Background: an optimization exercise with open tools, aiming at small area. Do not read the settings as production practice.
In this exercise RTL edits were held to simulation tests only and were not proved equivalent to the original.
Power figures rest on the tool's default switching activity, not on a simulated workload.

<file path="flow/constraint.sdc">
create_clock -name core_clock -period 10.0 [get_ports {CLOCK_50}]
set_input_delay 2.0000 -clock core_clock [delete_from_list [all_inputs] [get_ports {CLOCK_50}]]
set_output_delay 2.0000 -clock core_clock [all_outputs]
set_load 0.01 [all_outputs]
</file>
<file path="flow/design.v">
module debouncer(clk, reset_n, key_in, key_pulse);
	input logic clk, reset_n, key_in;
	output logic key_pulse;
	logic [2:0] s;
	always_ff @(posedge clk or negedge reset_n) begin
		if (!reset_n) s <= 3'b000;
		else begin
			s[0] <= ~key_in & ~s[2];
			s[1] <= ~key_in & (s[1] | s[0]);
			s[2] <= ~key_in & s[1];
		end
	end
	assign key_pulse = s[2] & s[0];
endmodule
module priority_encoder (
    input  logic [9:0] sw,
    output logic [3:0] hex_val,
    output logic valid
);
    always_comb begin
        valid = 1'b1;
        hex_val = 4'd0;
        if      (sw[9]) hex_val = 4'd9;
        else if (sw[8]) hex_val = 4'd8;
        else if (sw[7]) hex_val = 4'd7;
        else if (sw[6]) hex_val = 4'd6;
        else if (sw[5]) hex_val = 4'd5;
        else if (sw[4]) hex_val = 4'd4;
        else if (sw[3]) hex_val = 4'd3;
        else if (sw[2]) hex_val = 4'd2;
        else if (sw[1]) hex_val = 4'd1;
        else if (sw[0]) hex_val = 4'd0;
        else valid = 1'b0;
    end
endmodule
module lfsr_generator (
    input  logic        clk,
    input  logic        reset_n,
    output logic [3:0]  rand_digit
);
    logic [15:0] lfsr_reg;
    always_ff @(posedge clk or negedge reset_n) begin
        if (!reset_n) lfsr_reg <= 16'hACE1;
        else lfsr_reg <= {lfsr_reg[0] ^ lfsr_reg[2] ^ lfsr_reg[3] ^ lfsr_reg[5], lfsr_reg[15:1]};
    end
    assign rand_digit = lfsr_reg[3:0] % 10;
endmodule
module hex_decoder (
    input  logic [3:0] hex_in,
    output logic [6:0] hex_out
);
    always_comb begin
        case (hex_in)
            4'h0: hex_out = 7'b1000000;  
            4'h1: hex_out = 7'b1111001;  
            4'h2: hex_out = 7'b0100100;  
            4'h3: hex_out = 7'b0110000;  
            4'h4: hex_out = 7'b0011001;  
            4'h5: hex_out = 7'b0010010;  
            4'h6: hex_out = 7'b0000010;  
            4'h7: hex_out = 7'b1111000;  
            4'h8: hex_out = 7'b0000000;  
            4'h9: hex_out = 7'b0010000;  
            4'hA: hex_out = 7'b0001000;  
            4'hB: hex_out = 7'b0000011;  
            4'hC: hex_out = 7'b1110111;  
            4'hD: hex_out = 7'b1000111;  
            4'hE: hex_out = 7'b0000110;  
            default: hex_out = 7'b1111111;  
        endcase
    end
endmodule
module game_core (
    input  logic             clk,
    input  logic             reset_n,
    input  logic             p0_pulse,
    input  logic             p1_pulse,
    input  logic [3:0]       sw_val,
    input  logic             sw_valid,
    input  logic [3:0]       lfsr_val,
    output logic [1:0]       phase,
    output logic [1:0]       pos,
    output logic [2:0]       chances,
    output logic [3:0][3:0]  guess,
    output logic [3:0]       bull,
    output logic [3:0]       cow,
    output logic [3:0]       wdat
);
    localparam [1:0] P_IDLE = 2'd0, P_SET = 2'd1, P_GUESS = 2'd2, P_SHOW = 2'd3;
    logic [3:0][3:0] target;
    logic [3:0] candidate;
    logic [3:0] match, gmatch, later;
    logic set_ph, gs_ph, dup, accept, back, win;
    assign candidate = sw_valid ? sw_val : lfsr_val;
    assign wdat      = sw_valid ? sw_val : 4'hC;
    assign set_ph    = (phase == P_SET);
    assign gs_ph     = (phase == P_GUESS);
    always_comb begin
        for (int j = 0; j < 4; j++) begin
            match[j]  = (candidate == target[j]);
            gmatch[j] = (candidate == guess[j]);
            later[j]  = (j > pos);
        end
    end
    assign dup    = |((set_ph ? match : gmatch) & later);
    assign accept = p0_pulse & (set_ph | (gs_ph & sw_valid)) & ~dup;
    assign back   = p1_pulse & (set_ph | gs_ph) & ~accept & (pos != 2'd3);
    assign win    = bull[3] & bull[2] & bull[1] & match[0];
    always_ff @(posedge clk or negedge reset_n) begin
        if (!reset_n) begin
            phase   <= P_IDLE;
            pos     <= 2'd3;
            chances <= 3'd5;
        end else begin
            if (accept) pos <= pos - 2'd1;
            else if (back) pos <= pos + 2'd1;
            case (phase)
                P_IDLE:  if (p0_pulse) phase <= P_SET;
                P_SET:   if (accept && pos == 2'd0) phase <= P_GUESS;
                P_GUESS: if (accept && pos == 2'd0) begin
                    phase <= P_SHOW;
                    chances <= win ? 3'd7 : chances - 3'd1;
                end
                P_SHOW:  if (p0_pulse && chances != 3'd0 && chances != 3'd7) phase <= P_GUESS;
            endcase
        end
    end
    always_ff @(posedge clk) begin
        for (int k = 0; k < 4; k++) begin
            if (accept && pos == k) begin
                guess[k] <= wdat;
                bull[k]  <= match[k];
                cow[k]   <= |match;
                if (set_ph) target[k] <= candidate;
            end
        end
    end
endmodule
module display_ctrl (
    input  logic [1:0]      phase,
    input  logic [1:0]      pos,
    input  logic [2:0]      chances,
    input  logic            blink_on,
    input  logic [3:0][3:0] guess,
    input  logic [3:0]      bull,
    input  logic [3:0]      cow,
    input  logic [3:0]      wdat,
    output logic [6:0]      HEX5, HEX4, HEX3, HEX2,
    output logic [9:0]      LEDR
);
    localparam [1:0] P_IDLE = 2'd0, P_SET = 2'd1, P_GUESS = 2'd2, P_SHOW = 2'd3;
    localparam [3:0] C_L = 4'hD, C_O = 4'h0, C_S = 4'h5, C_E = 4'hE, C_A = 4'hA,
                     C_b = 4'hB, C_U = 4'hC, C_BLK = 4'hF;
    logic [3:0][3:0] char_val;
    logic lose, won, result;
    assign lose   = (phase == P_SHOW) && chances == 3'd0;
    assign won    = (phase == P_SHOW) && chances == 3'd7;
    assign result = (phase == P_SHOW) && !lose && !won;
    always_comb begin
        LEDR = 10'd0;
        if (phase == P_IDLE || lose || won) begin
            LEDR = {10{blink_on}};
        end else if (phase == P_GUESS) begin
            for (int i = 0; i < 5; i++)
                LEDR[i] = (chances > i + 1) || (chances == i + 1 && blink_on);
        end else if (result) begin
            for (int i = 0; i < 5; i++) LEDR[i] = (chances > i);
            for (int k = 0; k < 4; k++) LEDR[6 + k] = bull[k] | (cow[k] & blink_on);
        end
        case (phase)
            P_IDLE: char_val = {4'd1, C_A, 4'd2, C_b};
            P_SHOW: begin
                if (lose)     char_val = {C_L, C_O, C_S, C_E};
                else if (won) char_val = {4'd4, C_A, 4'd0, C_b};
                else          char_val = guess;
            end
            default: begin
                for (int k = 0; k < 4; k++) begin
                    if (k > pos)       char_val[k] = guess[k];
                    else if (k == pos) char_val[k] = blink_on ? wdat : C_BLK;
                    else               char_val[k] = C_U;
                end
            end
        endcase
    end
    hex_decoder h5(char_val[3], HEX5);
    hex_decoder h4(char_val[2], HEX4);
    hex_decoder h3(char_val[1], HEX3);
    hex_decoder h2(char_val[0], HEX2);
endmodule
module DE1_SoC (
    input  logic       CLOCK_50,
    input  logic [3:0] KEY,
    input  logic [9:0] SW,
    output logic [6:0] HEX5, HEX4, HEX3, HEX2, HEX1, HEX0,
    output logic [9:0] LEDR
);
    assign HEX1 = 7'b1111111;
    assign HEX0 = 7'b1111111;
    logic reset_n;
    logic p0_pulse, p1_pulse;
    logic [3:0] sw_val;
    logic sw_valid;
    logic [3:0] lfsr_val;
    logic blink_on;
    logic [1:0] phase, pos;
    logic [2:0] chances;
    logic [3:0][3:0] guess;
    logic [3:0] bull, cow, wdat;
    assign reset_n = KEY[3];
    debouncer db0 (CLOCK_50, reset_n, KEY[0], p0_pulse);
    debouncer db1 (CLOCK_50, reset_n, KEY[1], p1_pulse);
    priority_encoder enc0 (SW, sw_val, sw_valid);
    lfsr_generator lfsr0 (CLOCK_50, reset_n, lfsr_val);
    logic [14:0] cnt_blink;
    logic wrap;
    assign wrap = (cnt_blink == 15'h2DD5);
    always_ff @(posedge CLOCK_50 or negedge reset_n) begin
        if (!reset_n) begin
            cnt_blink <= 15'h16EA;
            blink_on  <= 1'b0;
        end else begin
            cnt_blink <= {cnt_blink[0] ^ cnt_blink[1] ^ wrap, cnt_blink[14:1]};
            if (wrap) blink_on <= ~blink_on;
        end
    end
    game_core core_inst (
        .clk(CLOCK_50), .reset_n(reset_n),
        .p0_pulse(p0_pulse), .p1_pulse(p1_pulse),
        .sw_val(sw_val), .sw_valid(sw_valid), .lfsr_val(lfsr_val),
        .phase(phase), .pos(pos), .chances(chances),
        .guess(guess), .bull(bull), .cow(cow), .wdat(wdat)
    );
    display_ctrl disp_inst (
        .phase(phase), .pos(pos), .chances(chances), .blink_on(blink_on),
        .guess(guess), .bull(bull), .cow(cow), .wdat(wdat),
        .HEX5(HEX5), .HEX4(HEX4), .HEX3(HEX3), .HEX2(HEX2),
        .LEDR(LEDR)
    );
endmodule
</file>
<file path="flow/config.mk">
export PLATFORM = sky130hd
export DESIGN_NAME = DE1_SoC
export DESIGN_NICKNAME = DE1_SoC
export VERILOG_FILES = /design/flow/design.v
export SDC_FILE = /design/flow/constraint.sdc
export NUM_CORES = 4
export LEC_CHECK = 0
export CAP_MARGIN = 20
export CORE_MARGIN = 2
export CORE_UTILIZATION = 40
export SLEW_MARGIN = 20
</file>
<file path="flow/standard.sh">
#!/bin/bash
# synth_recipe.tcl (not shown) runs the flow's synth.tcl, then flattens the netlist and writes it again
# the make line also repeats each setting of config.mk as NAME=value (left out here)
make -C /OpenROAD-flow-scripts/flow DESIGN_CONFIG=/design/flow/config.mk WORK_HOME=/design/flow/orfs CLKGATE_MAP_FILE= SYNTH_SCRIPT=/design/flow/synth_recipe.tcl "${@:-finish}"
</file>
<file path="flow/flow/run.sh">
#!/bin/bash
# Own layout flow: the standard ORFS flow (standard.sh) with these changes:
#  - synthesis without half/full-adder cell extraction and with ABC's area script
#    (registers are mapped exactly as in the standard synthesis);
#  - input/output port buffers use the smallest buffer cell (buf_1);
#  - the clock tree uses small clock buffers.
set -uo pipefail
bash standard.sh ADDER_MAP_FILE= ABC_AREA=1 synth > synth.log 2>&1 || exit 1
bash standard.sh \
  "BUFFER_PORTS_ARGS=-buffer_cell sky130_fd_sc_hd__buf_1" \
  "CTS_BUF_LIST=sky130_fd_sc_hd__clkbuf_2 sky130_fd_sc_hd__clkbuf_4 sky130_fd_sc_hd__clkbuf_8" \
  finish > layout.log 2>&1
</file>
==> out/qor.yml, run 1 <==
status: "finished clean"
antenna_found_initial: 0
critPathLaunch: "SW[2]"
ys.flop_type: "edfxtp_1"
cp-end-kind: "output pin"
areaGrowthSynthToFinish_pct: 9.97
nets: 675
cts_setup_buffers: 0
skew_ns: 0.0144
cts_hold_buf: 0
crit_buf_inv: 3
max_stage_delay_ns: 0.43
portBuffers: 51
path_clk_slew_ns: 0.09
htree_num_levels: 3
root_buffer: "clkbuf_8"
grt_max_degree: 46
cellLeakagePower_nw: 2.50
r2r-end: "core_inst.target[11]$_DFFE_PP_"
num_rows: 40
final_common_cell: "nand2_1"
grt.total_usage_pct: 18.3
grt_pass1_vias: 3968
cts_buffers: 9
clk_path_buf_depth: 2
slew_headroom_pct: 39.9
io_pins: 67
required_ns: 8.00
preCtsSetupSlack_ns: 3.84
dp_hpwl_mm: 8.67
min-delay-start: "lfsr0.lfsr_reg[9]$_DFF_PN0_"
setup_viol: 0
synth_seq_cells: 85
insertion_delay_ns: 0.36
post_cts_resized: 0
initial_utilization_pct: 41.0
max_freq_mhz: 162
cts_tree: "done"
drv_cap: 0
cpMaxStageDelayCell: "o21ai_1"
drt-total-wl_mm: 11.5
hold_depth: 0
syn_inst: 603
cp_top_family: "simple AND/OR/NAND/NOR gates"
setup_tns_ns: 0
first_iter_violations: 308
holdCritPathClass: "register to register"
globalplace.congestion: 0.898
syn_area_sq_um: 4920
synth-edff-count: 40
fp.dieH_um: 115
seq_area_frac_synth_pct: 47.8
layout_setup_ws_ns: 3.82
drv_slew: 0
min_to: "lfsr0.lfsr_reg[8]$_DFF_PN0_"
postRouteAntennaNets: 0
crit_arrival_ns: 4.18
worst_slew_pin_slew_ns: 0.901
route.detailed.drc: 0
p_per_area_nw_per_um2: 265
syn_avg_cell_area_sq_um: 8.16
startpoint_type: "input port"
avgRoutedWirePerCell_um: 14.2
hold_violations: 0
n_antenna_cell: 0
core_sq_um: 12000
dieArea_sq_um: 13200
post_synth_num_cell_types: 46
irDropWorstVdd_mv: 0.0969
yosys_warnings: 7
cp_cell_sequence: "buf_1, inv_1, nand2_1, nand2_1, nand2_1, nand2_1, nand2_1, nand2_1, nand2_2, nand2_1, nor2_1, o21ai_1, nand2_1, nand2_1, nand2_1, nand2_1, nor2_1, a31oi_1, buf_1"
grt_pass1_wl_mm: 19.1
cpMostUsedCell: "nand2_1"
path_class: "input port to output pin"
async_flop_share_pct: 52.9
rsz0062_at_grt: "false"
cts.sinks: 85
path_max_fanout: 7
dr.pass1.iters: 5
post-route-min-period_ns: 6.18
layout_common_cells: "nand2_1, inv_1, nor2_1"
drive_above_1_share_pct: 12.6
vias_per_cell: 5.17
reg2reg_from: "lfsr0.lfsr_reg[3]$_DFF_PN0_"
vias: 4198
die_width_um: 115
overflow: 0
rr_worst_depth: 13
min_period_over_period_pct: 61.8
r2r_setup_slack_ns: 7.32
==> worst reg2reg max path, stage by stage, from the launching register on <==
cell and delay (ns):
dfrtp_1 0.44, o21ai_0 0.22, nand3_2 0.20, nand2_4 0.22
nand2_1 0.08, nand2_1 0.08, nor2_2 0.04, nand2_1 0.11
nand2_1 0.06, nand2_1 0.08, nor2_2 0.06, nor2_4 0.12
nand2_4 0.09, nor3_1 0.51
==> layout make-up <==
type / count / area [sq um]
tap: 147 / 184
clock buffer: 9 / 124
sequential: 85 / 2350
timing repair buffer: 51 / 193
inverter: 108 / 405
clock inverter: 7 / 65.1
multi-input combinational: 405 / 2090
fill: 1193 / 6600
==> cells by family (layout without fill, tap and decap cells) <==
kind of cell / Yosys count / after routing / synth area share [%]
buf+inv: 126 / 175 / 10.8
flops: 85 / 85 / 47.8
other cells: 1 / 14 / 0.0762
compound gates: 92 / 92 / 11.6
simple gates: 283 / 283 / 26.9
xor+xnor: 16 / 16 / 2.85
==> stage by stage <==
| step | util [%] | std cells | power [mW] | cell area, sq um | hold WS (ns) |
|---|---|---|---|---|---|
| floorplan | - | 616 | 0.985 | 4970 | 0.331 |
| global placement | 43.5 | 796 | 1.18 | 5220 | 0.338 |
| detailed placement | 43.5 | 796 | 1.20 | 5220 | 0.338 |
| CTS | 45.0 | 812 | 1.44 | 5410 | 0.361 |
| global route | 45.0 | 812 | 1.57 | 5410 | 0.363 |
| finish | 45.0 | 812 | 1.44 | 5410 | 0.360 |
==> routing by layer <==
metal | GRT usage (%) | vias up | wire, um
met3 | 2.42 | 24 | 683
met4 | 7.55 | 0 | 278
met2 | 29.6 | 155 | 5270
li1 | - | 2052 | -
met5 | 0 | - | 0
met1 | 24.9 | 1967 | 5260
==> worst max path at each step <==
stage | to | slack, ns | cells past startpoint
after global routing | HEX4[4] | 3.49 | 17
after floorplan | HEX3[3] | 4.39 | 15
after detailed placement | HEX3[3] | 3.84 | 19
after CTS | HEX2[4] | 3.84 | 16
final | HEX3[3] | 3.82 | 19
after global placement | HEX3[3] | 3.90 | 19
==> synthesized netlist by cell type (all sizes together), types with 9 or more instances <==
cell,instances,area share (%)
inv,108,8.2
dfrtp,25,13
dfstp,20,11
a21oi,30,3.3
nand4,11,1.4
buf,17,2.4
nand3,45,5.5
o22ai,9,1.4
o21ai,36,3.9
edfxtp,40,24
nand2,147,12
nor2,70,6.5
==> power by group <==
group	leakage (nW)	switching (mW)	internal, mW
registers	0.902	0.0239	0.388
logic	1.50	0.546	0.245
clock network	0.0943	0.136	0.0962
==> inputs of run 2 (changes only) <==
==> flow/run.sh (new file) <==
#!/bin/bash
# synth_recipe.tcl (not shown) runs the flow's synth.tcl, then flattens the netlist and writes it again
# the make line also repeats each setting of config.mk as NAME=value (left out here)
make -C /OpenROAD-flow-scripts/flow DESIGN_CONFIG=/design/flow/config.mk WORK_HOME=/design/flow/orfs CLKGATE_MAP_FILE= SYNTH_SCRIPT=/design/flow/synth_recipe.tcl finish
--- a/flow/config.mk
+++ b/flow/config.mk
@@ -10,2 +10,3 @@
 export CORE_UTILIZATION = 40
+export CTS_BUF_LIST = sky130_fd_sc_hd__clkbuf_2 sky130_fd_sc_hd__clkbuf_4 sky130_fd_sc_hd__clkbuf_8
 export SLEW_MARGIN = 20
removed: flow/flow/run.sh
removed: flow/standard.sh
==> out/qor.yml, run 2 <==
cp-end-kind: "output pin"  # unchanged
postRouteAntennaNets: 0  # unchanged
drv_cap: 0  # unchanged
initial_utilization_pct: 41.4  # was 41.0%
syn_avg_cell_area_sq_um: 9.81  # was 8.16 sq um
finalHoldWorstSlack_ns: 0.353  # was 0.360 ns
vias_per_cell: 5.56  # was 5.17
min_to: "lfsr0.lfsr_reg[8]$_DFF_PN0_"  # unchanged
ys.flop_type: "edfxtp_1"  # unchanged
startpoint_type: "input port"  # unchanged
irDropWorstVdd_mv: 0.0887  # was 0.0969 mV
yosysMostFrequentCell: "nand2_1"  # unchanged
root_buffer: "clkbuf_8"  # unchanged
synth_seq_cells: 85  # unchanged
final_common_cell: "clkdlybuf4s50_1"  # was nand2_1
clk_path_buf_depth: 2  # unchanged
dr.pass1.iters: 5  # unchanged
insertion_delay_ns: 0.34  # was 0.36 ns
dp_hpwl_mm: 9.77  # was 8.67 mm
globalplace.congestion: 0.862  # was 0.898
cts.sinks: 85  # unchanged
layout_common_cells: "clkdlybuf4s50_1, nand2_1, nor2_1"  # was nand2_1, inv_1, nor2_1
syn_area_sq_um: 5530  # was 4920 sq um
status: "finished clean"  # unchanged
drive_above_1_share_pct: 9.79  # was 12.6%
vias: 4384  # was 4198
post_synth_num_cell_types: 74  # was 46
yosys.area.top_type: "edfxtp_1"  # unchanged
post_cts_resized: 0  # unchanged
hold_depth: 0  # unchanged
crit_arrival_ns: 6.00  # was 4.18 ns
num-fill-cells: 1218  # was 1193
setup_viol: 0  # unchanged
areaGrowthSynthToFinish_pct: 14.8  # was 9.97%
reg2reg_from: "lfsr0.lfsr_reg[1]$_DFF_PN0_"  # was lfsr0.lfsr_reg[3]$_DFF_PN0_
synth_area_leaders: "edfxtp_1, dfrtp_1, dfstp_2"  # unchanged
avgRoutedWirePerCell_um: 16.3  # was 14.2 um
slew_headroom_pct: 38.2  # was 39.9%
cts_setup_buffers: 0  # unchanged
seq_area_frac_synth_pct: 42.5  # was 47.8%
n_antenna_cell: 0  # unchanged
antenna_found_initial: 0  # unchanged
synthTopCellsByCount: "nand2_1, nor2_1, a21oi_1"  # was nand2_1, inv_1, nor2_1
cellLeakagePower_nw: 2.51  # was 2.50 nW
holdCritPathClass: "register to register"  # unchanged
p_per_area_nw_per_um2: 264  # was 265 nW/um^2
cts_hold_buf: 0  # unchanged
worst_slew_pin_slew_ns: 0.926  # was 0.901 ns
grt_max_degree: 46  # unchanged
cts_tree: "done"  # unchanged
async_flop_share_pct: 52.9  # unchanged
route.detailed.drc: 0  # unchanged
first_iter_violations: 339  # was 308
skew_ns: 0.0104  # was 0.0144 ns
num_rows: 42  # was 40
rsz0062_at_grt: "false"  # unchanged
path_clk_slew_ns: 0.08  # was 0.09 ns
fp.dieH_um: 122  # was 115 um
dieArea_sq_um: 14800  # was 13200 sq um
nets: 659  # was 675
path_class: "input port to output pin"  # unchanged
drt-total-wl_mm: 12.9  # was 11.5 mm
cts_buffers: 9  # unchanged
overflow: 0  # unchanged
die_width_um: 122  # was 115 um
grt_pass1_wl_mm: 21.2  # was 19.1 mm
hold_violations: 0  # unchanged
ff_latch_area_sq_um: 2350  # unchanged
synth-edff-count: 40  # unchanged
setup_tns_ns: 0  # unchanged
power_mw: 1.68  # was 1.44 mW
syn_inst: 564  # was 603
drv_slew: 0  # unchanged
multi_input_area_sq_um: 2920  # was 2090 sq um
post-route-min-period_ns: 8.00  # was 6.18 ns
min-delay-start: "lfsr0.lfsr_reg[9]$_DFF_PN0_"  # unchanged
synth_top_cell_area_share_pct: 21.7  # was 24.4%
min_period_over_period_pct: 80.0  # was 61.8%
yosys_warnings: 7  # unchanged
required_ns: 8.00  # about the same
grt.total_usage_pct: 18.0  # was 18.3%
max_freq_mhz: 125  # was 162 MHz
io_pins: 67  # unchanged
r2r_setup_slack_ns: 6.68  # was 7.32 ns
rr_worst_depth: 10  # was 13
grt_pass1_vias: 4217  # was 3968
path_max_fanout: 6  # was 7
htree_num_levels: 3  # unchanged
core_sq_um: 13300  # was 12000 sq um
r2r-end: "core_inst.bull[3]$_DFFE_PP_"  # was core_inst.target[11]$_DFFE_PP_
portBuffers: 51  # unchanged
-- run 2: cells by family (layout without fill, tap and decap cells) --
| logic type | after synthesis | in the layout | synth area share, % |
|---|---|---|---|
| compound gates | 156 | 156 | 18.7 |
| xor+xnor | 23 | 23 | 3.64 |
| fa+ha+maj | 36 | 36 | 8.14 |
| buf+inv | 70 | 106 | 5.72 |
| flops | 85 | 85 | 42.5 |
| mux | 21 | 21 | 4.55 |
| other cells | 1 | 14 | 0.0678 |
| simple gates | 172 | 172 | 16.6 |
-- run 2: report_power, final --
| group | total (mW) | switching [mW] | internal (mW) |
|---|---|---|---|
| registers | 0.394 | 0.0124 | 0.382 |
| logic | 1.04 | 0.555 | 0.483 |
| clock network | 0.245 | 0.118 | 0.126 |
| total | 1.68 | 0.686 | 0.991 |
-- run 2: final cells by class --
class | instances | area share [%]
Clock buffer | 11 | 2.29
Clock inverter | 5 | 0.926
Inverter | 39 | 2.31
Multi-Input combinational cell | 422 | 45.9
Sequential cell | 85 | 37.1
Tap cell | 176 | 3.47
Timing Repair Buffer | 51 | 8.00
-- run 2: routing by layer --
metal / global-route usage (%) / part of all wire [%] / vias up
met4: 5.53 / 2.1 / 0
li1: - / - / 2126
met5: 0 / 0 / -
met2: 30.2 / 48 / 166
met1: 23.8 / 45 / 2072
met3: 3.00 / 5.4 / 20
-- run 2: per-stage QoR --
stage	utilization [%]	instances	area, sq um	setup WS, ns
after floorplan	-	577	5580	3.73
after global placement	46.0	773	6130	2.13
after detailed placement	46.0	773	6130	2.07
after CTS	47.5	789	6340	2.05
after global routing	47.6	789	6350	1.76
final	47.6	789	6350	2.00
-- run 2: worst max path at each step --
| stage | start | end | slack, ns | cells after the start |
|---|---|---|---|---|
| after global placement | SW[6] | HEX3[6] | 2.13 | 12 |
| after CTS | SW[4] | HEX3[6] | 2.05 | 12 |
| final | SW[4] | HEX3[6] | 2.00 | 12 |
| after detailed placement | SW[4] | HEX3[6] | 2.07 | 12 |
| after global routing | SW[4] | HEX3[6] | 1.76 | 12 |
| after floorplan | SW[4] | HEX3[6] | 3.73 | 10 |
-- run 2: worst max-delay path, cell delays in order --
cell	delay, ns
clkdlybuf4s50_1	0.50
or4_4	0.60
o21ai_0	0.60
o21ai_0	0.38
a211oi_1	0.36
a211o_1	0.25
inv_1	0.12
ha_1	0.25
nor2_1	0.14
a21oi_1	0.06
o22ai_1	0.16
clkdlybuf4s50_1	0.57
==> inputs of run 3 (changes only) <==
--- a/flow/design.v
+++ b/flow/design.v
@@ -1 +1,7 @@
+package game_types;
+    localparam logic [3:0] C_0 = 4'd7,  C_1 = 4'd10, C_2 = 4'd1,  C_3 = 4'd9,
+                           C_4 = 4'd4,  C_5 = 4'd2,  C_6 = 4'd0,  C_7 = 4'd8,
+                           C_8 = 4'd5,  C_9 = 4'd6,  C_A = 4'd11, C_b = 4'd15,
+                           C_U = 4'd14, C_L = 4'd3,  C_E = 4'd13, C_BLK = 4'd12;
+endpackage
 module debouncer(clk, reset_n, key_in, key_pulse);
@@ -21,14 +27,16 @@
         valid = 1'b1;
-        hex_val = 4'd0;
-        if      (sw[9]) hex_val = 4'd9;
-        else if (sw[8]) hex_val = 4'd8;
-        else if (sw[7]) hex_val = 4'd7;
-        else if (sw[6]) hex_val = 4'd6;
-        else if (sw[5]) hex_val = 4'd5;
-        else if (sw[4]) hex_val = 4'd4;
-        else if (sw[3]) hex_val = 4'd3;
-        else if (sw[2]) hex_val = 4'd2;
-        else if (sw[1]) hex_val = 4'd1;
-        else if (sw[0]) hex_val = 4'd0;
-        else valid = 1'b0;
+        if      (sw[9]) hex_val = game_types::C_9;
+        else if (sw[8]) hex_val = game_types::C_8;
+        else if (sw[7]) hex_val = game_types::C_7;
+        else if (sw[6]) hex_val = game_types::C_6;
+        else if (sw[5]) hex_val = game_types::C_5;
+        else if (sw[4]) hex_val = game_types::C_4;
+        else if (sw[3]) hex_val = game_types::C_3;
+        else if (sw[2]) hex_val = game_types::C_2;
+        else if (sw[1]) hex_val = game_types::C_1;
+        else if (sw[0]) hex_val = game_types::C_0;
+        else begin
+            valid = 1'b0;
+            hex_val = game_types::C_U;
+        end
     end
@@ -45,3 +53,16 @@
     end
-    assign rand_digit = lfsr_reg[3:0] % 10;
+    always_comb begin
+        case (lfsr_reg[3:0])
+            4'd0, 4'd10: rand_digit = game_types::C_0;
+            4'd1, 4'd11: rand_digit = game_types::C_1;
+            4'd2, 4'd12: rand_digit = game_types::C_2;
+            4'd3, 4'd13: rand_digit = game_types::C_3;
+            4'd4, 4'd14: rand_digit = game_types::C_4;
+            4'd5, 4'd15: rand_digit = game_types::C_5;
+            4'd6:        rand_digit = game_types::C_6;
+            4'd7:        rand_digit = game_types::C_7;
+            4'd8:        rand_digit = game_types::C_8;
+            default:     rand_digit = game_types::C_9;
+        endcase
+    end
 endmodule
@@ -53,18 +74,18 @@
         case (hex_in)
-            4'h0: hex_out = 7'b1000000;  
-            4'h1: hex_out = 7'b1111001;  
-            4'h2: hex_out = 7'b0100100;  
-            4'h3: hex_out = 7'b0110000;  
-            4'h4: hex_out = 7'b0011001;  
-            4'h5: hex_out = 7'b0010010;  
-            4'h6: hex_out = 7'b0000010;  
-            4'h7: hex_out = 7'b1111000;  
-            4'h8: hex_out = 7'b0000000;  
-            4'h9: hex_out = 7'b0010000;  
-            4'hA: hex_out = 7'b0001000;  
-            4'hB: hex_out = 7'b0000011;  
-            4'hC: hex_out = 7'b1110111;  
-            4'hD: hex_out = 7'b1000111;  
-            4'hE: hex_out = 7'b0000110;  
-            default: hex_out = 7'b1111111;  
+            game_types::C_0:   hex_out = 7'b1000000;
+            game_types::C_1:   hex_out = 7'b1111001;
+            game_types::C_2:   hex_out = 7'b0100100;
+            game_types::C_3:   hex_out = 7'b0110000;
+            game_types::C_4:   hex_out = 7'b0011001;
+            game_types::C_5:   hex_out = 7'b0010010;
+            game_types::C_6:   hex_out = 7'b0000010;
+            game_types::C_7:   hex_out = 7'b1111000;
+            game_types::C_8:   hex_out = 7'b0000000;
+            game_types::C_9:   hex_out = 7'b0010000;
+            game_types::C_A:   hex_out = 7'b0001000;
+            game_types::C_b:   hex_out = 7'b0000011;
+            game_types::C_U:   hex_out = 7'b1110111;
+            game_types::C_L:   hex_out = 7'b1000111;
+            game_types::C_E:   hex_out = 7'b0000110;
+            default:           hex_out = 7'b1111111;
         endcase
@@ -94,3 +115,3 @@
     assign candidate = sw_valid ? sw_val : lfsr_val;
-    assign wdat      = sw_valid ? sw_val : 4'hC;
+    assign wdat      = sw_val;   
     assign set_ph    = (phase == P_SET);
@@ -151,4 +172,2 @@
     localparam [1:0] P_IDLE = 2'd0, P_SET = 2'd1, P_GUESS = 2'd2, P_SHOW = 2'd3;
-    localparam [3:0] C_L = 4'hD, C_O = 4'h0, C_S = 4'h5, C_E = 4'hE, C_A = 4'hA,
-                     C_b = 4'hB, C_U = 4'hC, C_BLK = 4'hF;
     logic [3:0][3:0] char_val;
@@ -170,6 +189,6 @@
         case (phase)
-            P_IDLE: char_val = {4'd1, C_A, 4'd2, C_b};
+            P_IDLE: char_val = {game_types::C_1, game_types::C_A, game_types::C_2, game_types::C_b};
             P_SHOW: begin
-                if (lose)     char_val = {C_L, C_O, C_S, C_E};
-                else if (won) char_val = {4'd4, C_A, 4'd0, C_b};
+                if (lose)     char_val = {game_types::C_L, game_types::C_0, game_types::C_5, game_types::C_E};
+                else if (won) char_val = {game_types::C_4, game_types::C_A, game_types::C_0, game_types::C_b};
                 else          char_val = guess;
@@ -179,4 +198,4 @@
                     if (k > pos)       char_val[k] = guess[k];
-                    else if (k == pos) char_val[k] = blink_on ? wdat : C_BLK;
-                    else               char_val[k] = C_U;
+                    else if (k == pos) char_val[k] = blink_on ? wdat : game_types::C_BLK;
+                    else               char_val[k] = game_types::C_U;
                 end
==> flow/flow/run.sh (new file) <==
#!/bin/bash
# Own layout flow: the standard ORFS flow (standard.sh) with these changes:
#  1. synthesis without half/full-adder cell extraction and with ABC's area
#     script; registers are mapped exactly as in the standard synthesis;
#  2. the combinational logic of that netlist is re-mapped by ABC for area
#     (registers untouched); the result is used only if Yosys proves it
#     equivalent to the synthesized netlist;
#  3. input/output port buffers use the smallest buffer cell (buf_1) and the
#     clock tree uses small clock buffers.
# Each tool's full output goes to its own log file in this folder.
set -uo pipefail
YOSYS=$(command -v yosys || echo /OpenROAD-flow-scripts/tools/install/yosys/bin/yosys)
RES=orfs/results/${FLOW_PLATFORM}/DE1_SoC/base
export LIB=${FLOW_HOME}/platforms/sky130hd/lib/sky130_fd_sc_hd__tt_025C_1v80.lib

bash standard.sh ADDER_MAP_FILE= ABC_AREA=1 synth > synth.log 2>&1 || exit 1

cp $RES/1_2_yosys.v synth_netlist.v
export IN=synth_netlist.v OUT=remap_netlist.v ABC_SCRIPT=flow/remap.abc
if "$YOSYS" -c flow/remap.tcl > remap.log 2>&1 && \
   "$YOSYS" -c flow/equiv.tcl > equiv.log 2>&1 && \
   grep -q "Equivalence successfully proven" equiv.log; then
  cp remap_netlist.v $RES/1_2_yosys.v
  rm -f $RES/1_synth.odb $RES/1_synth.sdc
  echo "using re-mapped netlist" > remap_used.log
else
  echo "re-mapping failed or not proven; using the synthesized netlist" > remap_used.log
fi

bash standard.sh \
  "BUFFER_PORTS_ARGS=-buffer_cell sky130_fd_sc_hd__buf_1" \
  "CTS_BUF_LIST=${CTS_BUFS:-sky130_fd_sc_hd__clkbuf_2 sky130_fd_sc_hd__clkbuf_4 sky130_fd_sc_hd__clkbuf_8}" \
  finish > layout.log 2>&1
==> flow/flow/equiv.tcl (new file) <==
# Prove the re-mapped netlist equivalent to the synthesized one (registers
# paired by name), with every cell read as its function in the library.
yosys read_liberty -ignore_miss_func $::env(LIB)
yosys read_verilog $::env(IN)
yosys rename $::env(FLOW_TOP) gold
yosys read_verilog $::env(OUT)
yosys rename $::env(FLOW_TOP) gate
yosys hierarchy -check
yosys flatten
yosys opt_clean
yosys async2sync
yosys equiv_make gold gate eq
yosys hierarchy -top eq
yosys equiv_simple -undef
yosys equiv_induct -undef
yosys equiv_status
==> flow/flow/remap.abc (new file) <==
strash
dc2
dch -f
amap
==> flow/flow/remap.tcl (new file) <==
# Re-map the combinational logic of a mapped netlist with ABC; sequential
# cells and tie cells are kept as they are (black boxes).
yosys read_liberty -ignore_miss_func $::env(LIB)
yosys read_verilog $::env(IN)
yosys hierarchy -top $::env(FLOW_TOP)
yosys setattr -mod -set blackbox 1 sky130_fd_sc_hd__df* sky130_fd_sc_hd__edf* sky130_fd_sc_hd__sdf* sky130_fd_sc_hd__conb_1
yosys flatten
yosys opt_clean
yosys abc -liberty $::env(LIB) -dont_use *probe* -dont_use *lpflow* -dont_use *clkdly* -dont_use *dlygate* -dont_use *dlymetal* -script $::env(ABC_SCRIPT)
yosys opt_clean
yosys tee -o remap_stat.log stat -liberty $::env(LIB)
yosys write_verilog -noattr $::env(OUT)
==> flow/standard.sh (new file) <==
#!/bin/bash
# synth_recipe.tcl (not shown) runs the flow's synth.tcl, then flattens the netlist and writes it again
# the make line also repeats each setting of config.mk as NAME=value (left out here)
make -C /OpenROAD-flow-scripts/flow DESIGN_CONFIG=/design/flow/config.mk WORK_HOME=/design/flow/orfs CLKGATE_MAP_FILE= SYNTH_SCRIPT=/design/flow/synth_recipe.tcl "${@:-finish}"
--- a/flow/config.mk
+++ b/flow/config.mk
@@ -9,4 +9,3 @@
 export CORE_MARGIN = 2
-export CORE_UTILIZATION = 40
-export CTS_BUF_LIST = sky130_fd_sc_hd__clkbuf_2 sky130_fd_sc_hd__clkbuf_4 sky130_fd_sc_hd__clkbuf_8
+export CORE_UTILIZATION = 65
 export SLEW_MARGIN = 20
removed: flow/run.sh
==> out/qor.yml, run 3 <==
dp_hpwl_mm: 7.10  # was 9.77 mm
cts_setup_buffers: 0  # unchanged
first_iter_violations: 235  # was 339
globalplace.congestion: 0.920  # was 0.862
comb_power_share_pct: 4.0  # was 61.9%
setup_viol: 0  # unchanged
rsz0062_at_grt: "false"  # unchanged
grt_pass1_vias: 3315  # was 4217
route.detailed.drc: 0  # unchanged
post_cts_resized: 0  # unchanged
dr.pass1.iters: 7  # was 5
portBuffers: 51  # unchanged
initial_utilization_pct: 66.1  # was 41.4%
cp-end-kind: "register"  # was output pin
rr_worst_depth: 11  # was 10
min_period_over_period_pct: 67.7  # was 80.0%
grt_max_degree: 35  # was 46
holdCritPathClass: "register to register"  # unchanged
skew_ns: 0.0141  # was 0.0104 ns
layout_common_cells: "nor2_1, clkinv_1, buf_1"  # was clkdlybuf4s50_1, nand2_1, nor2_1
p_seq_share_pct: 57.3  # was 23.5%
n_antenna_cell: 0  # unchanged
cts_hold_buf: 0  # unchanged
final_common_cell: "nor2_1"  # was clkdlybuf4s50_1
syn_area_sq_um: 4120  # was 5530 sq um
syn_avg_cell_area_sq_um: 9.04  # was 9.81 sq um
drive_above_1_share_pct: 7.25  # was 9.79%
die_width_um: 83.7  # was 122 um
irDropWorstVdd_mv: 0.157  # was 0.0887 mV
worst_slew_pin_slew_ns: 1.06  # was 0.926 ns
grt.total_usage_pct: 28.1  # was 18.0%
htree_num_levels: 3  # unchanged
vias: 3642  # was 4384
critPathLaunch: "SW[3]"  # was SW[4]
netSwitchingPower_uw: 148  # was 686 uW
hold_depth: 0  # unchanged
crit_arrival_ns: 6.77  # was 6.00 ns
slew_headroom_pct: 27.2  # was 38.2%
root_buffer: "clkbuf_8"  # unchanged
fp.dieH_um: 83.7  # was 122 um
num_rows: 29  # was 42
nets: 548  # was 659
grt_pass1_wl_mm: 15.5  # was 21.2 mm
postRouteAntennaNets: 0  # unchanged
post-route-min-period_ns: 6.77  # was 8.00 ns
startpoint_type: "input port"  # unchanged
path_clk_slew_ns: 0.09  # was 0.08 ns
finalHoldWorstSlack_ns: 0.362  # was 0.353 ns
overflow: 0  # unchanged
preCtsSetupSlack_ns: 3.01  # was 2.07 ns
areaGrowthSynthToFinish_pct: 13.4  # was 14.8%
cts_buffers: 9  # unchanged
yosys_warnings: 7  # unchanged
drv_cap: 0  # unchanged
cts_tree: "done"  # unchanged
drt-total-wl_mm: 9.32  # was 12.9 mm
drv_slew: 0  # unchanged
pwr-share-clk_pct: 38.7  # was 14.6%
antenna_found_initial: 0  # unchanged
r2r_setup_slack_ns: 4.88  # was 6.68 ns
final_util_pct: 75.0  # was 47.6%
cellLeakagePower_nw: 1.69  # was 2.51 nW
status: "finished clean"  # unchanged
min-delay-start: "lfsr0.lfsr_reg[11]$_DFF_PN1_"  # was lfsr0.lfsr_reg[9]$_DFF_PN0_
layout_setup_ws_ns: 3.23  # was 2.00 ns
syn_inst: 456  # was 564
insertion_delay_ns: 0.37  # was 0.34 ns
dieArea_sq_um: 7000  # was 14800 sq um
setup_tns_ns: 0  # unchanged
num-fill-cells: 440  # was 1218
reg2reg_from: "lfsr0.lfsr_reg[3]$_DFF_PN0_"  # was lfsr0.lfsr_reg[1]$_DFF_PN0_
clk_path_buf_depth: 2  # unchanged
avgRoutedWirePerCell_um: 15.1  # was 16.3 um
p_per_area_nw_per_um2: 137  # was 264 nW/um^2
path_max_fanout: 12  # was 6
io_pins: 67  # unchanged
max_freq_mhz: 148  # was 125 MHz
cts.sinks: 85  # unchanged
p_int_uw: 495  # was 991 uW
min_to: "lfsr0.lfsr_reg[10]$_DFF_PN1_"  # was lfsr0.lfsr_reg[8]$_DFF_PN0_
path_class: "input port to register"  # was input port to output pin
core_sq_um: 6240  # was 13300 sq um
required_ns: 10.00  # was 8.00 ns
swShare_pct: 23.0  # was 40.9%
vias_per_cell: 5.92  # was 5.56
r2r-end: "core_inst.target[9]$_DFFE_PP_"  # was core_inst.bull[3]$_DFFE_PP_
hold_violations: 0  # unchanged
## run 3: cell types whose count changed in the layout (fill, tap and decap cells not counted), moves of 9 or more
cell,before,now
buf_1,0,50
clkinv_1,1,62
xnor2_1,17,0
mux2i_1,15,0
clkdlybuf4s50_1,50,0
ha_1,36,0
a21oi_1,42,33
inv_1,38,0
nor2_1,43,110
nand2_1,49,33
## run 3: power by group through the flow
stage | combinational (mW) | sequential, mW | clock [mW]
after global placement | 0.0248 | 0.376 | 0
after floorplan | 0.0138 | 0.376 | 0
after detailed placement | 0.0254 | 0.376 | 0
after CTS | 0.0255 | 0.369 | 0.248
after global routing | 0.0290 | 0.369 | 0.261
final | 0.0255 | 0.369 | 0.249
## run 3: through the flow
stage	instances	area (sq um)	total power [mW]
final	615	4680	0.643
after global placement	599	4480	0.400
after CTS	615	4680	0.643
after global routing	615	4680	0.659
after detailed placement	599	4480	0.401
after floorplan	469	4170	0.389
## run 3: worst max-delay path: stages
cell	delay, ns
buf_1	0.09
or2_0	0.22
nor2_1	0.14
nand4_1	0.20
clkinv_1	0.13
o21ai_0	0.08
o21ai_0	0.72
clkinv_1	0.57
a21oi_1	0.30
nor4_1	0.12
a21oi_1	0.16
a32oi_1	0.11
a2111oi_0	0.83
clkinv_1	0.43
nor3_1	0.67
## run 3: cell type report
type	instances	area, sq um	area share [%]
inverters	62	233	4.97
flip-flops and latches	85	2350	50.3
repair buffers	53	208	4.44
clock buffers	10	131	2.81
well taps	77	96.3	2.06
clock inverters	6	68.8	1.47
multi-input cells	322	1590	34.0
## run 3: worst max path at each step
stage,to,slack (ns),cells past startpoint
after CTS,HEX4[0],3.16,14
after global placement,core_inst.target[14]$_DFFE_PP_,3.22,15
after floorplan,HEX4[0],3.95,11
after detailed placement,core_inst.target[9]$_DFFE_PP_,3.01,15
after global routing,core_inst.target[9]$_DFFE_PP_,2.74,14
final,core_inst.target[9]$_DFFE_PP_,3.23,15
## run 3: layer usage
layer | up-vias | wire (um) | track usage [%]
li1 | 1762 | - | -
met3 | 18 | 713 | 6.82
met2 | 156 | 4400 | 46.0
met1 | 1706 | 4000 | 37.5
met5 | - | 0 | 0
met4 | 0 | 198 | 8.94
==> inputs of run 4 (changes only) <==
--- a/flow/config.mk
+++ b/flow/config.mk
@@ -9,3 +9,3 @@
 export CORE_MARGIN = 2
-export CORE_UTILIZATION = 65
+export CORE_UTILIZATION = 40
 export SLEW_MARGIN = 20
==> out/qor.yml, run 4 <==
post-route-min-period_ns: 6.56  # was 6.77 ns
p_per_area_nw_per_um2: 132  # was 137 nW/um^2
required_ns: 8.00  # was 10.00 ns
avgRoutedWirePerCell_um: 14.7  # was 15.1 um
pwr-share-clk_pct: 37.1  # was 38.7%
cp_num_cells: 16  # was 15
max_freq_mhz: 152  # was 148 MHz
cp_top_family: "compound AO/OA/AOI/OAI gates"  # unchanged
dieArea_sq_um: 11100  # was 7000 sq um
nets: 549  # was 548
cellLeakagePower_nw: 1.69  # about the same
swShare_pct: 24.1  # was 23.0%
num_rows: 37  # was 29
cp_cell_sequence: "buf_1, or2_0, nor2_1, nor2_1, o41ai_1, buf_4, nor2_1, nor3_1, a2111oi_0, buf_4, clkinv_1, nor2_1, nor2_1, o21ai_0, o31ai_1, buf_1"  # was buf_1, or2_0, nor2_1, nand4_1, clkinv_1, o21ai_0, o21ai_0, clkinv_1, a21oi_1, nor4_1, a21oi_1, a32oi_1, a2111oi_0, clkinv_1, nor3_1
hold_violations: 0  # unchanged
grt_pass1_vias: 3159  # was 3315
syn_avg_cell_area_sq_um: 9.04  # unchanged
insertion_delay_ns: 0.36  # was 0.37 ns
core_sq_um: 10200  # was 6240 sq um
grt_max_degree: 46  # was 35
startpoint_type: "input port"  # unchanged
post_cts_resized: 0  # unchanged
n_antenna_cell: 0  # unchanged
yosys_warnings: 7  # unchanged
min_period_over_period_pct: 65.6  # was 67.7%
min_to: "lfsr0.lfsr_reg[7]$_DFF_PN1_"  # was lfsr0.lfsr_reg[10]$_DFF_PN1_
p_seq_share_pct: 58.8  # was 57.3%
syn_inst: 456  # unchanged
cpMaxStageDelayCell: "a2111oi_0"  # unchanged
postRouteAntennaNets: 0  # unchanged
areaGrowthSynthToFinish_pct: 15.2  # was 13.4%
final_common_cell: "nor2_1"  # unchanged
path_max_fanout: 6  # was 12
cts_buffers: 9  # unchanged
comb_power_share_pct: 4.1  # was 4.0%
worst_slew_pin_slew_ns: 0.828  # was 1.06 ns
antenna_found_initial: 0  # unchanged
path_clk_slew_ns: 0.09  # about the same
netSwitchingPower_uw: 151  # was 148 uW
min-delay-start: "lfsr0.lfsr_reg[8]$_DFF_PN0_"  # was lfsr0.lfsr_reg[11]$_DFF_PN1_
cts_tree: "done"  # unchanged
grt.total_usage_pct: 18.3  # was 28.1%
route.detailed.drc: 0  # unchanged
dr.pass1.iters: 5  # was 7
slew_headroom_pct: 44.2  # was 27.2%
status: "finished clean"  # unchanged
cts_setup_buffers: 0  # unchanged
cp-end-kind: "output pin"  # was register
r2r_setup_slack_ns: 5.34  # was 4.88 ns
skew_ns: 0.00914  # was 0.0141 ns
p_int_uw: 476  # was 495 uW
path_class: "input port to output pin"  # was input port to register
rsz0062_at_grt: "false"  # unchanged
globalplace.congestion: 0.911  # was 0.920
portBuffers: 51  # unchanged
io_pins: 67  # unchanged
placed_area_sq_um: 4560  # was 4480 sq um
cts.sinks: 85  # unchanged
initial_utilization_pct: 40.5  # was 66.1%
r2r-end: "core_inst.target[10]$_DFFE_PP_"  # was core_inst.target[9]$_DFFE_PP_
htree_num_levels: 3  # unchanged
crit_arrival_ns: 4.56  # was 6.77 ns
layout_common_cells: "nor2_1, clkinv_1, buf_1"  # unchanged
stdcell_count: 675  # was 615
clk_path_buf_depth: 2  # unchanged
fp.dieH_um: 106  # was 83.7 um
power_uw: 627  # was 643 uW
num-fill-cells: 987  # was 440
rr_worst_depth: 11  # unchanged
holdCritPathClass: "register to register"  # unchanged
first_iter_violations: 309  # was 235
drive_above_1_share_pct: 7.42  # was 7.25%
die_width_um: 106  # was 83.7 um
vias: 3595  # was 3642
drv_cap: 0  # unchanged
crit_buf_inv: 5  # was 4
dpl.cell_count: 659  # was 599
drt-total-wl_mm: 9.95  # was 9.32 mm
reg2reg_from: "lfsr0.lfsr_reg[3]$_DFF_PN0_"  # unchanged
dp_hpwl_mm: 7.41  # was 7.10 mm
vias_per_cell: 5.33  # was 5.92
overflow: 0  # unchanged
setup_viol: 0  # unchanged
stdcell_area_sq_um: 4750  # was 4680 sq um
syn_area_sq_um: 4120  # unchanged
cts_hold_buf: 0  # unchanged
max_stage_delay_ns: 0.61  # was 0.83 ns
cpMostUsedCell: "nor2_1"  # was clkinv_1
root_buffer: "clkbuf_8"  # unchanged
drv_slew: 0  # unchanged
hold_depth: 0  # unchanged
grt_pass1_wl_mm: 15.8  # was 15.5 mm
irDropWorstVdd_mv: 0.0795  # was 0.157 mV
setup_tns_ns: 0  # unchanged
run 4: power by group through the flow:
stage	combinational (mW)	clock [mW]	sequential, mW
after floorplan	0.0138	0	0.376
after global placement	0.0254	0	0.376
after detailed placement	0.0260	0	0.376
after CTS	0.0261	0.240	0.369
after global routing	0.0293	0.256	0.369
final	0.0257	0.233	0.369
run 4: worst max path at each step:
stage	from	to	slack, ns
global route	SW[3]	HEX4[0]	3.20
CTS	SW[3]	HEX4[0]	3.45
detailed placement	SW[6]	core_inst.target[10]$_DFFE_PP_	3.19
finish	SW[3]	HEX4[0]	3.44
global placement	SW[6]	core_inst.target[11]$_DFFE_PP_	3.33
floorplan	SW[2]	HEX4[0]	3.95
run 4: routing by layer:
| layer | vias to the layer above | GRT usage [%] | share of wire (%) |
|---|---|---|---|
| met5 | - | 0 | 0 |
| met4 | 0 | 5.26 | 1.1 |
| met3 | 11 | 4.58 | 6.6 |
| met2 | 115 | 27.3 | 44 |
| met1 | 1687 | 26.6 | 48 |
| li1 | 1782 | - | - |
run 4: metrics by stage:
stage,util [%],setup slack [ns],hold WS [ns]
finish,46.6,3.44,0.359
global route,46.6,3.20,0.364
CTS,46.6,3.45,0.360
detailed placement,44.8,3.19,0.337
global placement,44.8,3.33,0.337
floorplan,-,3.95,0.331
run 4: cell type report:
| type | instances | area [sq um] | area share, % |
|---|---|---|---|
| flip-flops and latches | 85 | 2350 | 49.5 |
| multi-input cells | 322 | 1590 | 33.5 |
| inverters | 62 | 233 | 4.90 |
| repair buffers | 54 | 215 | 4.53 |
| well taps | 136 | 170 | 3.58 |
| clock buffers | 10 | 138 | 2.90 |
| clock inverters | 6 | 52.6 | 1.11 |
run 4: worst reg2reg max path: stages, from the launching register on:
cell,delay [ns]
dfrtp_1,0.43
o21ai_0,0.29
a22oi_1,0.10
o21ai_0,0.67
clkinv_1,0.57
a21oi_1,0.28
nor4_1,0.13
a21oi_1,0.15
a32oi_1,0.11
a2111oi_1,0.63
clkinv_1,0.36
nor3_1,0.58
==> inputs of run 5 (changes only) <==
--- a/flow/design.v
+++ b/flow/design.v
@@ -1,6 +1,8 @@
 package game_types;
-    localparam logic [3:0] C_0 = 4'd7,  C_1 = 4'd10, C_2 = 4'd1,  C_3 = 4'd9,
-                           C_4 = 4'd4,  C_5 = 4'd2,  C_6 = 4'd0,  C_7 = 4'd8,
-                           C_8 = 4'd5,  C_9 = 4'd6,  C_A = 4'd11, C_b = 4'd15,
-                           C_U = 4'd14, C_L = 4'd3,  C_E = 4'd13, C_BLK = 4'd12;
+    localparam logic [3:0] C_0 = 4'd7,  C_1 = 4'd10, C_2 = 4'd13,  C_3 = 4'd9,
+                           C_4 = 4'd11,  C_5 = 4'd2,  C_6 = 4'd4,  C_7 = 4'd8,
+                           C_8 = 4'd5,  C_9 = 4'd0,  C_A = 4'd15, C_b = 4'd6,
+                           C_U = 4'd14, C_L = 4'd3,  C_E = 4'd1, C_BLK = 4'd12;
+    localparam logic [2:0] K5 = 3'd5, K4 = 3'd4, K3 = 3'd3, K2 = 3'd2, K1 = 3'd1,
+                           K0 = 3'd0, KW = 3'd7;
 endpackage
@@ -133,3 +135,3 @@
             pos     <= 2'd3;
-            chances <= 3'd5;
+            chances <= game_types::K5;
         end else begin
@@ -142,5 +144,12 @@
                     phase <= P_SHOW;
-                    chances <= win ? 3'd7 : chances - 3'd1;
+                    if (win) chances <= game_types::KW;
+                    else case (chances)
+                        game_types::K5: chances <= game_types::K4;
+                        game_types::K4: chances <= game_types::K3;
+                        game_types::K3: chances <= game_types::K2;
+                        game_types::K2: chances <= game_types::K1;
+                        default:        chances <= game_types::K0;
+                    endcase
                 end
-                P_SHOW:  if (p0_pulse && chances != 3'd0 && chances != 3'd7) phase <= P_GUESS;
+                P_SHOW:  if (p0_pulse && chances != game_types::K0 && chances != game_types::KW) phase <= P_GUESS;
             endcase
@@ -174,4 +183,4 @@
     logic lose, won, result;
-    assign lose   = (phase == P_SHOW) && chances == 3'd0;
-    assign won    = (phase == P_SHOW) && chances == 3'd7;
+    assign lose   = (phase == P_SHOW) && chances == game_types::K0;
+    assign won    = (phase == P_SHOW) && chances == game_types::KW;
     assign result = (phase == P_SHOW) && !lose && !won;
@@ -182,6 +191,18 @@
         end else if (phase == P_GUESS) begin
-            for (int i = 0; i < 5; i++)
-                LEDR[i] = (chances > i + 1) || (chances == i + 1 && blink_on);
+            case (chances)
+                game_types::K5: LEDR[4:0] = {blink_on, 4'b1111};
+                game_types::K4: LEDR[4:0] = {1'b0, blink_on, 3'b111};
+                game_types::K3: LEDR[4:0] = {2'b00, blink_on, 2'b11};
+                game_types::K2: LEDR[4:0] = {3'b000, blink_on, 1'b1};
+                game_types::K1: LEDR[4:0] = {4'b0000, blink_on};
+                default:        LEDR[4:0] = 5'bxxxxx;
+            endcase
         end else if (result) begin
-            for (int i = 0; i < 5; i++) LEDR[i] = (chances > i);
+            case (chances)
+                game_types::K4: LEDR[4:0] = 5'b01111;
+                game_types::K3: LEDR[4:0] = 5'b00111;
+                game_types::K2: LEDR[4:0] = 5'b00011;
+                game_types::K1: LEDR[4:0] = 5'b00001;
+                default:        LEDR[4:0] = 5'bxxxxx;
+            endcase
             for (int k = 0; k < 4; k++) LEDR[6 + k] = bull[k] | (cow[k] & blink_on);
==> flow/flow/run.sh (replaced) <==
#!/bin/bash
# Own layout flow: the standard ORFS flow (standard.sh) with these changes:
#  1. synthesis without half/full-adder cell extraction and with ABC's area
#     script; registers are mapped exactly as in the standard synthesis;
#  2. the combinational logic of that netlist is re-mapped by ABC for area
#     with a few scripts (registers untouched); the smallest result that
#     Yosys proves equivalent to the synthesized netlist is used;
#  3. input/output port buffers use the smallest buffer cell (buf_1) and the
#     clock tree uses small clock buffers.
# Each tool's full output goes to its own log file in this folder.
set -uo pipefail
YOSYS=$(command -v yosys || echo /OpenROAD-flow-scripts/tools/install/yosys/bin/yosys)
RES=orfs/results/${FLOW_PLATFORM}/DE1_SoC/base
export LIB=${FLOW_HOME}/platforms/sky130hd/lib/sky130_fd_sc_hd__tt_025C_1v80.lib

bash standard.sh ADDER_MAP_FILE= ABC_AREA=1 synth > synth.log 2>&1 || exit 1

cp $RES/1_2_yosys.v synth_netlist.v
export IN=synth_netlist.v
: > remap_areas.log
for s in flow/r*.abc; do
  n=$(basename $s .abc)
  OUT=remap_$n.v ABC_SCRIPT=$s "$YOSYS" -c flow/remap.tcl > remap_$n.log 2>&1 || continue
  mv remap_stat.log remap_stat_$n.log
  a=$(grep "Chip area" remap_stat_$n.log | awk '{print $NF}')
  [ -n "$a" ] && echo "$a $n" >> remap_areas.log
done
echo "not re-mapped; using the synthesized netlist" > remap_used.log
for n in $(sort -n remap_areas.log | awk '{print $2}'); do
  if OUT=remap_$n.v "$YOSYS" -c flow/equiv.tcl > equiv_$n.log 2>&1 && \
     grep -q "Equivalence successfully proven" equiv_$n.log; then
    cp remap_$n.v $RES/1_2_yosys.v
    rm -f $RES/1_synth.odb $RES/1_synth.sdc
    echo "using re-mapped netlist remap_$n.v" > remap_used.log
    break
  fi
done

bash standard.sh \
  "BUFFER_PORTS_ARGS=-buffer_cell sky130_fd_sc_hd__buf_1" \
  "CTS_BUF_LIST=sky130_fd_sc_hd__clkbuf_2 sky130_fd_sc_hd__clkbuf_4 sky130_fd_sc_hd__clkbuf_8" \
  finish > layout.log 2>&1
==> flow/flow/r1.abc (new file) <==
strash
dc2
dch -f
amap
==> flow/flow/r2.abc (new file) <==
strash
fraig
dc2
dch -f
amap
==> flow/flow/r3.abc (new file) <==
strash
dc2
resub
rewrite
refactor
dch -f
amap
==> flow/flow/r4.abc (new file) <==
strash
dch
amap
==> flow/flow/r5.abc (new file) <==
strash
dc2
dch -f
amap
strash
dc2
dch -f
amap
removed: flow/flow/remap.abc
==> out/qor.yml, run 5 <==
irDropWorstVdd_mv: 0.0653  # was 0.0795 mV
overflow: 0  # unchanged
cellLeakagePower_nw: 1.65  # was 1.69 nW
cts_hold_buf: 0  # unchanged
avgRoutedWirePerCell_um: 14.3  # was 14.7 um
preCtsSetupSlack_ns: 3.11  # was 3.19 ns
insertion_delay_ns: 0.36  # about the same
cts_tree: "done"  # unchanged
crit_arrival_ns: 4.58  # was 4.56 ns
post-route-min-period_ns: 6.58  # was 6.56 ns
vias: 3397  # was 3595
core_sq_um: 9770  # was 10200 sq um
nets: 524  # was 549
slew_headroom_pct: 35.3  # was 44.2%
hold_violations: 0  # unchanged
htree_num_levels: 3  # unchanged
ff_latch_area_sq_um: 2350  # unchanged
setup_tns_ns: 0  # unchanged
cpMostUsedCell: "nor2_1"  # unchanged
antenna_found_initial: 0  # unchanged
required_ns: 8.00  # about the same
multi_input_area_sq_um: 1550  # was 1590 sq um
num_rows: 36  # was 37
max_freq_mhz: 152  # about the same
dieArea_sq_um: 10900  # was 11100 sq um
power_uw: 636  # was 627 uW
stdcell_area_sq_um: 4680  # was 4750 sq um
rsz0062_at_grt: "false"  # unchanged
clk_path_buf_depth: 2  # unchanged
areaGrowthSynthToFinish_pct: 15.7  # was 15.2%
yosys_warnings: 7  # unchanged
path_clk_slew_ns: 0.08  # was 0.09 ns
dr.pass1.iters: 5  # unchanged
p_per_area_nw_per_um2: 136  # was 132 nW/um^2
route.detailed.drc: 0  # unchanged
syn_inst: 431  # was 456
dpl.cell_count: 631  # was 659
worst_slew_pin_slew_ns: 0.962  # was 0.828 ns
post_cts_resized: 0  # unchanged
layout_common_cells: "nor2_1, clkinv_1, buf_1"  # unchanged
syn_avg_cell_area_sq_um: 9.38  # was 9.04 sq um
drive_above_1_share_pct: 7.78  # was 7.42%
dp_hpwl_mm: 7.17  # was 7.41 mm
drt-total-wl_mm: 9.28  # was 9.95 mm
skew_ns: 0.0148  # was 0.00914 ns
layout_setup_ws_ns: 3.42  # was 3.44 ns
n_antenna_cell: 0  # unchanged
max_stage_delay_ns: 0.54  # was 0.61 ns
vias_per_cell: 5.25  # was 5.33
path_class: "input port to output pin"  # unchanged
cpMaxStageDelayCell: "nor4_1"  # was a2111oi_0
stdcell_count: 647  # was 675
io_pins: 67  # unchanged
cp-end-kind: "output pin"  # unchanged
die_width_um: 105  # was 106 um
cp_cell_sequence: "buf_1, or2_0, a211oi_1, o21ai_0, nor2_1, a31oi_1, nor4_1, clkinv_1, o21ai_0, nor2_1, nor2_1, buf_1"  # was buf_1, or2_0, nor2_1, nor2_1, o41ai_1, buf_4, nor2_1, nor3_1, a2111oi_0, buf_4, clkinv_1, nor2_1, nor2_1, o21ai_0, o31ai_1, buf_1
cts_setup_buffers: 0  # unchanged
portBuffers: 51  # unchanged
final_util_pct: 47.9  # was 46.6%
grt.total_usage_pct: 17.7  # was 18.3%
status: "finished clean"  # unchanged
cp_top_family: "simple AND/OR/NAND/NOR gates"  # was compound AO/OA/AOI/OAI gates
startpoint_type: "input port"  # unchanged
holdCritPathClass: "register to register"  # unchanged
drv_slew: 0  # unchanged
grt_pass1_vias: 3081  # was 3159
grt_pass1_wl_mm: 15.2  # was 15.8 mm
root_buffer: "clkbuf_8"  # unchanged
placed_area_sq_um: 4470  # was 4560 sq um
syn_area_sq_um: 4040  # was 4120 sq um
initial_utilization_pct: 41.4  # was 40.5%
final_common_cell: "nor2_1"  # unchanged
postRouteAntennaNets: 0  # unchanged
crit_buf_inv: 3  # was 5
min_period_over_period_pct: 65.8  # was 65.6%
cts_buffers: 9  # unchanged
finalHoldWorstSlack_ns: 0.355  # was 0.359 ns
globalplace.congestion: 0.898  # was 0.911
grt_max_degree: 46  # unchanged
num-fill-cells: 923  # was 987
first_iter_violations: 247  # was 309
setup_viol: 0  # unchanged
drv_cap: 0  # unchanged
path_max_fanout: 4  # was 6
cts.sinks: 85  # unchanged
fp.dieH_um: 105  # was 106 um
==> run 5: worst reg2reg max path, delay by kind of cell (launching register included) <==
kind / cells / cell delay (ns)
AO/OA/AOI/OAI: 7 / 2.00
buffers and inverters: 6 / 1.46
AND/OR/NAND/NOR: 5 / 1.18
flip-flops: 1 / 0.35
==> run 5: power by group <==
| part | leakage [nW] | internal [mW] | switching, mW |
|---|---|---|---|
| logic | 0.698 | 0.00570 | 0.0176 |
| registers | 0.847 | 0.367 | 0.000812 |
| clock network | 0.103 | 0.124 | 0.120 |
| total | 1.65 | 0.497 | 0.139 |
==> run 5: final timing paths <==
kind | start | end | slack (ns) | cells past startpoint
max reg2reg | lfsr0.lfsr_reg[3]$_DFF_PN0_ | core_inst.chances[2]$_DFFE_PN1P_ | 4.94 | 18
min reg2reg | lfsr0.lfsr_reg[6]$_DFF_PN1_ | lfsr0.lfsr_reg[5]$_DFF_PN1_ | 0.35 | 0
min | lfsr0.lfsr_reg[6]$_DFF_PN1_ | lfsr0.lfsr_reg[5]$_DFF_PN1_ | 0.35 | 0
max | SW[6] | HEX2[1] | 3.42 | 12
min in group asynchronous | KEY[3] | cnt_blink[14]$_DFF_PN0_ | 1.79 | 1
max in group asynchronous | KEY[3] | db1.s[2]$_DFF_PN0_ | 7.62 | 1
==> run 5: area by class of cell <==
cell class | count | share of cell area, %
clock inverters | 6 | 1.47
flip-flops and latches | 85 | 50.3
multi-input cells | 307 | 33.0
well taps | 133 | 3.56
repair buffers | 54 | 4.60
clock buffers | 10 | 2.94
inverters | 52 | 4.17
==> run 5: metal layers <==
| metal | vias to the layer above | GRT usage (%) | wire [um] |
|---|---|---|---|
| met5 | - | 0 | 0 |
| met1 | 1565 | 24.4 | 4370 |
| met4 | 0 | 7.53 | 190 |
| met3 | 18 | 3.99 | 595 |
| li1 | 1694 | - | - |
| met2 | 120 | 26.8 | 4130 |

==> what the ideal ports hide <==
How much do the figures lean on ideal ports? The routed layouts below were timed once more, with nothing changed but the port constraints. Step 1 (the two cells are an assumption about what drives the block):
set clk [get_ports {CLOCK_50}]
set_driving_cell -lib_cell sky130_fd_sc_hd__clkbuf_16 $clk
set_driving_cell -lib_cell sky130_fd_sc_hd__buf_2 [delete_from_list [all_inputs] $clk]
Step 2 adds t to the input delays and takes it off the output delays; t is the mean of the earliest and latest rising clock arrival at the registers after step 1. Input paths then give back, and output paths get back, about the clock's delay inside the block. Three values: no drivers, after step 1, after step 2; two values: the first two.
run | shift t [ns] | setup WS [ns] | worst setup path after step 2 | worst register clock-pin slew, ns | pins driven straight from the clock port
run 1 | 0.389 | 3.823 / 3.803 / 3.803 | input to output | 0.10 / 0.10 | 1
run 2 | 0.362 | 1.998 / 1.976 / 1.976 | input to output | 0.09 / 0.09 | 1
run 3 | 0.394 | 3.228 / 3.239 / 2.846 | input to register | 0.09 / 0.09 | 1
run 4 | 0.389 | 3.442 / 3.421 / 3.421 | input to output | 0.09 / 0.09 | 1
run 5 | 0.383 | 3.420 / 3.399 / 3.083 | input to register | 0.09 / 0.09 | 1
After both steps setup and hold are still met in every run listed. The setup slack of run 3, which loses most, moves by +0.011 ns with the drivers and by -0.382 ns with both steps.
